From an optimization exercise on the open Yosys and OpenROAD flow, aimed at small area, a short achievable clock period and few clock cycles per item; shortcuts taken in it are not production practice. The RTL was checked by simulation tests, not by an equivalence proof against the original design.

### flow/design.v
module counter #(
    parameter W = 32  
    )(
        input logic clock, reset,
        input logic load, cnt_up,
        input logic [W-1:0] cnt_in,
        output logic [W-1:0] cnt_out
    );
    logic [W-1:0] cnt_ff;
    assign cnt_out = cnt_ff;
    always_ff@(posedge clock) begin
        if (reset)
            cnt_ff <= '0;
        else if(load)
            cnt_ff <= cnt_in;
        else if(cnt_up)
            cnt_ff <= cnt_ff + 1'b1;
    end
endmodule
module bin2bcd #(
    parameter W = 32  
    )(
        input logic [W-1:0] bin,   
        output logic [W+(W-4)/3:0] bcd
    );  
  always_comb begin
    for(int i = 0; i <= W+(W-4)/3; i++) bcd[i] = 0;      
    bcd[W-1:0] = bin;                                    
    for(int i = 0; i <= W-4; i++)                        
      for(int j = 0; j <= i/3; j++)                      
        if (bcd[W-i+4*j -: 4] > 4)                       
          bcd[W-i+4*j -: 4] = bcd[W-i+4*j -: 4] + 4'd3;  
  end
endmodule
module bcd2bin #(
    parameter W = 32  
    )(
        input logic [W+(W-4)/3:0] bcd,
        output logic [W-1:0] bin
    ); 
    logic [(W+(W-4)/3)/4:0][3:0] digits;  
   always_comb begin
        bin = '0;
        digits = bcd;
        for (int i=0; i < W; i++) begin
            bin = {digits[0][0],bin[W-1:1]};
            digits >>= 1;
            for (int j=0; j<(W+(W-4)/3)/4; j++)
                if(digits[j][3] == 1'b1)  
                    digits[j] -= 4'd3;
        end
   end
endmodule
module accumulator #(
    parameter W=32
    )(
        input logic clock, reset, acc_en,
        input logic [W-1:0] next_input,
        output logic [W-1:0] current
    );
    logic [W-1:0] acc_reg;
    assign current = acc_reg;
    always_ff@(posedge clock) begin
        if (reset)
            acc_reg <= '0;
        else if (acc_en)
            acc_reg <= acc_reg + next_input;
    end
endmodule
module msb_digit #(
    parameter W = 32  
    )(
       input logic [W+(W-4)/3:0] bcd,
       output logic [7:0] msb_o  
    );
    logic [(W+(W-4)/3)/4 - 1:0][3:0] digits;  
    assign digits = bcd;
    logic [(W+(W-4)/3)/4 - 1:0] non_zero;  
    always_comb
        for (int i=0; i<(W+(W-4)/3)/4; i++)
            non_zero[i] = |digits[i];
    always_comb begin 
        msb_o = '0;
        for (int i = 0; i < (W+(W-4)/3)/4; i++) begin
            if(non_zero[i]) begin
                msb_o = i + 1'b1;  
            end
        end
    end
endmodule
module id_checker #(
    parameter W = 32,
    parameter PUZZLE=1  
    )(
        input logic [W+(W-4)/3:0] bcd,
        input logic [7:0] msb_digit,
        output logic invalid_id
    );
    generate
    if (PUZZLE == 2) begin
        localparam bit [3:0] MAX_DIGITS = (W+(W-4)/3)/4;  
        localparam bit [2:0] HALF_MAX_DIGITS = (W+(W-4)/3)/8;
        localparam logic [2**7-1:0] Mask_Array = 128'h0101408110418421111192495555ffff;
        logic [W+(W-4)/3:0] sequences [0:HALF_MAX_DIGITS-1];
        logic [HALF_MAX_DIGITS-1:0] is_invalid;
        logic [W+(W-4)/3:0] mask;
        assign mask = ~('1 << (msb_digit << 2));
        genvar i;
        assign sequences[0] = {MAX_DIGITS{bcd[3:0]}};
        for (i=1; i<HALF_MAX_DIGITS; i++) begin : g_seq
            logic [W+(W-4)/3:0] repeated;  
            assign repeated = {(HALF_MAX_DIGITS-i+1){bcd[4*i+3:0]}};
            assign sequences[i] = Mask_Array[i*16 + msb_digit[3:0]] ? repeated : '0;
        end
        for(i=0; i<HALF_MAX_DIGITS; i++)
            assign is_invalid[i] = (sequences[i] & mask) == bcd;
        logic [HALF_MAX_DIGITS-1:0] flag_mask;
        assign flag_mask = ~({HALF_MAX_DIGITS{1'b1}} << (msb_digit >> 1));
        assign invalid_id = |(is_invalid & flag_mask);
    end
    endgenerate
endmodule
module id_finder #(
    parameter W = 32,  
    parameter PUZZLE = 1
    )(
        input logic clock, reset,
        input logic load, en,
        input logic [W-1:0] start_id,
        input logic [W-1:0] end_id,
        output logic [W-1:0] id_sum,
        output logic done
    );
    logic [W-1:0] current_id_bin_s1, current_id_bin_s2, current_id_bin_s3;
    logic in_range_s1, in_range_s2, in_range_s3, in_range_s4, in_range_s5;
    logic [W+(W-4)/3:0] current_id_bcd_s1, current_id_bcd_s2, current_id_bcd_s3, current_id_bcd_s4;
    logic [7:0] msb_digit_s1, msb_digit_s2;
    logic is_invalid_s1, is_invalid_s2, is_invalid_s3;
    always_ff@(posedge clock) begin
        if (reset) begin
            current_id_bcd_s2 <= '0;
            current_id_bcd_s3 <= '0;
            current_id_bcd_s4 <= '0;
            current_id_bin_s3 <= '0;
            is_invalid_s2 <= '0;
            is_invalid_s3 <= '0;
            msb_digit_s2 <= '0;
            in_range_s2 <= '0;
            in_range_s3 <= '0;
            in_range_s4 <= '0;
            in_range_s5 <= '0;
        end
        else begin
            current_id_bcd_s2 <= current_id_bcd_s1;
            current_id_bcd_s3 <= current_id_bcd_s2;
            current_id_bcd_s4 <= current_id_bcd_s3;
            current_id_bin_s3 <= current_id_bin_s2;
            is_invalid_s2 <= is_invalid_s1;
            is_invalid_s3 <= is_invalid_s2;
            msb_digit_s2 <= msb_digit_s1;
            in_range_s2 <= in_range_s1;
            in_range_s3 <= in_range_s2;
            in_range_s4 <= in_range_s3;
            in_range_s5 <= in_range_s4;
        end
    end
    assign in_range_s1 = (current_id_bin_s1 <= end_id);
    counter #(W) cnt(.*, .cnt_up(en & in_range_s1), .cnt_in(start_id), .cnt_out(current_id_bin_s1));
    bin2bcd #(W) bcd_converter(.bin(current_id_bin_s1), .bcd(current_id_bcd_s1));  
    msb_digit #(W) msb_digit_prioenc(.bcd(current_id_bcd_s2), .msb_o(msb_digit_s1));  
    id_checker #(.W(W), .PUZZLE(PUZZLE)) id_validator(.bcd(current_id_bcd_s3), .msb_digit(msb_digit_s2), .invalid_id(is_invalid_s1));  
    bcd2bin #(W) bin_converter(.bcd(current_id_bcd_s4), .bin(current_id_bin_s2));  
    accumulator #(W) acc_inst(.*, .acc_en(en & is_invalid_s3 & in_range_s5), .next_input(current_id_bin_s3), .current(id_sum));  
    assign done = (en & ~in_range_s5 & ~in_range_s4 & ~in_range_s3 & ~in_range_s2 & ~in_range_s1);
endmodule
module day2_top(
        input  logic        clock,
        input  logic        reset,
        input  logic        en,
        input  logic        load,
        input  logic [47:0] start_id,
        input  logic [47:0] end_id,
        output logic [47:0] id_sum,
        output logic        done
    );
    id_finder #(.W(48), .PUZZLE(2)) id_finder_inst(
        .clock(clock), .reset(reset), .load(load), .en(en),
        .start_id(start_id), .end_id(end_id),
        .id_sum(id_sum), .done(done));
endmodule
### flow/run.sh
#!/bin/bash
# synth_recipe.tcl (not shown) runs the flow's synth.tcl, then flattens the netlist and writes it again
# the make line also repeats each setting of config.mk as NAME=value (left out here)
make -C /OpenROAD-flow-scripts/flow DESIGN_CONFIG=/design/flow/config.mk WORK_HOME=/design/flow/orfs CLKGATE_MAP_FILE= SYNTH_SCRIPT=/design/flow/synth_recipe.tcl finish
### flow/config.mk
export PLATFORM = sky130hd
export DESIGN_NAME = day2_top
export DESIGN_NICKNAME = day2_top
export VERILOG_FILES = /design/flow/design.v
export SDC_FILE = /design/flow/constraint.sdc
export NUM_CORES = 4
export LEC_CHECK = 0
export CAP_MARGIN = 20
export CORE_MARGIN = 2
export CORE_UTILIZATION = 40
export SLEW_MARGIN = 20
### flow/constraint.sdc
create_clock -name core_clock -period 45.0 [get_ports {clock}]
set_input_delay 9.0000 -clock core_clock [delete_from_list [all_inputs] [get_ports {clock}]]
set_output_delay 9.0000 -clock core_clock [all_outputs]
set_load 0.01 [all_outputs]
==> flow_summary_export.csv <==
group,metric,value,unit
run_status,status,"timing/DRC/antenna clean",
clock_tree,clock_sinks,343,
setup_path,critPathLaunchType,"flip-flop",
clock_tree,cts_htree_levels,2,
sta,fmax,0.02350,GHz
sta,hold_viol,0,
setup_path,arrival,43.15,ns
floorplanning,pin_count,149,
synth,avgSynthCellArea,7.455,um2
floorplanning,die_h,511.4,um
global_routing,overflow,0,
layout,area_delta_synth_final,14.27,%
sta,setup_tns,0,ns
routing,drtAntennaViolNets,0,
min_path,min_to,"id_finder_inst.current_id_bcd_s3[61]",
placed_design,place.gp.congestion,0.9871,
floorplanning,num_rows,186,
routing,via_per_inst,5.712,
synth,yosysSeqAreaShare,6.667,%
synth,syn-cell-area,0.1030,mm2
routing,drt-initial-drc-count,6499,
global_routing,antenna_found_initial,5,
clock_tree,cts_tree,"done",
synth,synth_warnings,8,
setup_path,r2r-start,"id_finder_inst.cnt.cnt_ff[46]",
synth,syn_inst,13815,
setup_path,path_max_fanout,9,
global_routing,grt_max_degree,147,
routing,drc_errors,0,
flow_run,cap_violations,0,
layout,final_nets,15854,
setup_path,ff2ff_setup_slack,2.45,ns
clock_tree,ctsHoldBuffers,0,
placed_design,placed_cells,17721,
setup_path,slowest_delay,0.58,ns
min_path,hp-start,"id_finder_inst.current_id_bcd_s2[61]",
layout,drive_gt1_share,16.47,%
layout,instances_no_fill,17924,
placed_design,numPortBuffers,148,
synth,synth.distinct_cells,174,
clock_tree,cts.path.max_buffers,3,
sta,finalCriticalPeriod,42.55,ns
sta,fin_worst_skew,0.04331,ns
floorplanning,core,0.2565,mm2
layout,top_regs,"id_finder_inst.current_id_bcd_s2 x63, id_finder_inst.current_id_bcd_s3 x63, id_finder_inst.current_id_bcd_s4 x63",
clock_tree,clock_latency,0.69,ns
floorplanning,initial_core_util,40.16,%
routing,wl_per_cell,15.87,um
global_routing,grt_pass1_vias,93518,
routing,dr.pass1.iters,9,
setup_path,end_kind,"flip-flop",
global_routing,grtUsageTotal,20.52,%
sta,setup_viol,0,
sta,maxSlewViolCount,0,
min_path,holdCritPathClass,"flip-flop to flip-flop",
setup_path,r2r_cells,220,
setup_path,critPathKind,"flip-flop to flip-flop",
placed_design,place_area,0.1124,mm2
setup_path,required,45.60,ns
floorplanning,dieArea,0.2616,mm2
sta,maxSlewHeadroom,17.52,%
global_routing,grt_pass1_wl,467.2,mm
synth,synth_edf_count,0,
synth,async_reset_ff_share,0,%
sta,timing.final.crit_share,94.56,%
synth,synth_flop_cell,"dfxtp_1",
layout,design_area,0.1177,mm2
clock_tree,clk_pin_slew,0.06,ns
placed_design,dp_hpwl,226.4,mm
synth,synth-seq-cells,343,
routing,routed_wl,284.4,mm
setup_path,critPathSlowestCell,"or4_4",
routing,num_vias,102376,
synth,synthesis.nets,15163,
setup_path,regToRegEndpoint,"id_finder_inst.current_id_bcd_s2[55]",
clock_tree,numCtsBuffers,43,
setup_path,crit_path_frequent_cell,"ha_1",
clock_tree,cts_root_buf,"clkbuf_16",
sta,tightest_slew,1.233,ns
min_path,holdPathStages,1,
floorplanning,die_w,511.4,um
==> cell usage in the layout (no fill, tap or decap), types with 340 or more instances in the layout <==
master	n
a21oi_1	873
buf_4	785
dfxtp_1	340
ha_1	1154
inv_1	928
mux2_2	376
mux2i_1	421
nand2_1	659
nor2_1	1518
o21ai_0	495
xnor2_1	685
xor2_1	415
==> synthesized netlist by cell type, types with 51 or more instances <==
cell	count	share of area, %
nor2_1	1548	5.6
ha_1	1247	15
inv_1	936	3.4
a21oi_1	899	4.4
xnor2_1	731	6.2
nand2_1	664	2.4
o21ai_0	510	2.5
mux2i_1	446	4.3
xor2_1	435	3.7
mux2_2	378	4.1
dfxtp_1	343	6.7
nor2b_1	289	1.8
nand3_1	281	1.4
a21o_1	276	2.0
and2_1	253	1.5
nor3_1	248	1.2
nand2b_1	233	1.4
a31oi_1	230	1.4
o211ai_1	226	1.6
clkbuf_1	215	0.78
a211oi_1	202	1.5
a211o_1	163	1.4
o21a_1	146	1.1
or2_2	145	0.88
o21bai_1	122	0.89
and3_1	121	0.73
or3_1	113	0.69
o22ai_1	103	0.63
nand4_1	92	0.56
o211a_1	88	0.86
nor4_1	78	0.47
a2111o_1	76	0.83
o21ai_1	75	0.36
a21boi_0	69	0.50
a2111oi_0	59	0.50
o31ai_1	58	0.42
o31a_1	57	0.48
a22oi_1	55	0.40
o2111ai_1	53	0.45
a31o_2	51	0.43
==> worst max-delay path, delay by kind of cell, from the launching register on <==
family                     cells  cell delay (ns)
and+or+nand+nor               76            15.14
AOI/OAI and AO/OA             55            11.01
adders and majority gates     45             9.82
buffers and inverters         29             3.04
xor gates and xnor gates      11             2.08
muxes                          4             0.93
DFF                            1             0.35
==> kinds of logic after synthesis <==
| family | Yosys count | synth area share, % |
|---|---|---|
| adders and majority gates | 1249 | 15.18 |
| DFF | 343 | 6.667 |
| and+or+nand+nor | 4466 | 21.98 |
| AOI/OAI and AO/OA | 4422 | 31.64 |
| muxes | 900 | 9.522 |
| buffers and inverters | 1250 | 4.797 |
| xor gates and xnor gates | 1185 | 10.22 |
==> repair_timing <==
item,4_1_cts,5_1_grt
pin swaps,5,127
setup buffers,5,119
endpoints found under the hold margin,0,0
endpoints found under the setup margin,57,58
gates resized for setup,62,528
cloned,0,0
==> how the worst max path moves through the flow <==
stage	startpoint	end	slack, ns
after floorplan	id_finder_inst.cnt.cnt_ff[45]	id_finder_inst.current_id_bcd_s2[40]	0.12
after global placement	id_finder_inst.cnt.cnt_ff[45]	id_finder_inst.current_id_bcd_s2[50]	-1.16
after detailed placement	id_finder_inst.cnt.cnt_ff[45]	id_finder_inst.current_id_bcd_s2[50]	-1.49
after CTS	id_finder_inst.cnt.cnt_ff[45]	id_finder_inst.current_id_bcd_s2[42]	0.02
after global routing	id_finder_inst.cnt.cnt_ff[46]	id_finder_inst.current_id_bcd_s2[54]	-0.39
final	id_finder_inst.cnt.cnt_ff[46]	id_finder_inst.current_id_bcd_s2[55]	2.45
==> through the flow <==
step / utilization, % / hold WS, ns / setup WS (ns)
floorplan: - / 0.4138 / 0.1217
finish: 45.89 / 0.4368 / 2.448
global placement: 43.83 / 0.4235 / -1.159
CTS: 44.55 / 0.4398 / 0.01855
global route: 45.89 / 0.4616 / -0.3923
detailed placement: 43.83 / 0.4250 / -1.491
==> cell type report <==
cell class,instances,area (um2)
Multi-Input combinational cell,12222,94060
Clock inverter,23,326.6
Sequential cell,343,6873
Fill cell,25896,138800
Antenna cell,2,5.005
Tap cell,3384,4234
Clock buffer,54,1187
Inverter,963,3615
Timing Repair Buffer,933,7390
==> layer usage <==
layer  GRT usage [%]  wire (um)  vias to the layer above
met2           31.93     118400                     1906
li1                -          -                    52949
met1           30.03     146300                    47145
met5               0         26                        -
met3           2.510      13810                      372
met4           4.028       5887                        4
Testbench counts, summed over its fixed seeds: cycles 336,300, ids 334,380.

## port drivers added, routing unchanged
No port has a modelled driver above. Below, the same layout with a new extraction and two added sets of constraints. Step 1 sets driving cells, clkbuf_16 on the clock port and buf_2 on the other inputs (assumed; they add their load-dependent delay and slew). Step 2 also shifts input and output timing later by t, the mid clock arrival at the registers, as if the neighbouring blocks saw the same clock. a / b / c = no drivers / after step 1 / after step 2; a / b = the first two.
shift t [ns]: 0.754
setup WS [ns]: 2.448 / 2.448 / 2.448
worst setup path at the end: register to register
worst slew at a driven data input, ns: 0.16
After both steps setup and hold are still met in this run. For this run, drivers alone change the setup slack by 0.000 ns; drivers and shift together by 0.000 ns.
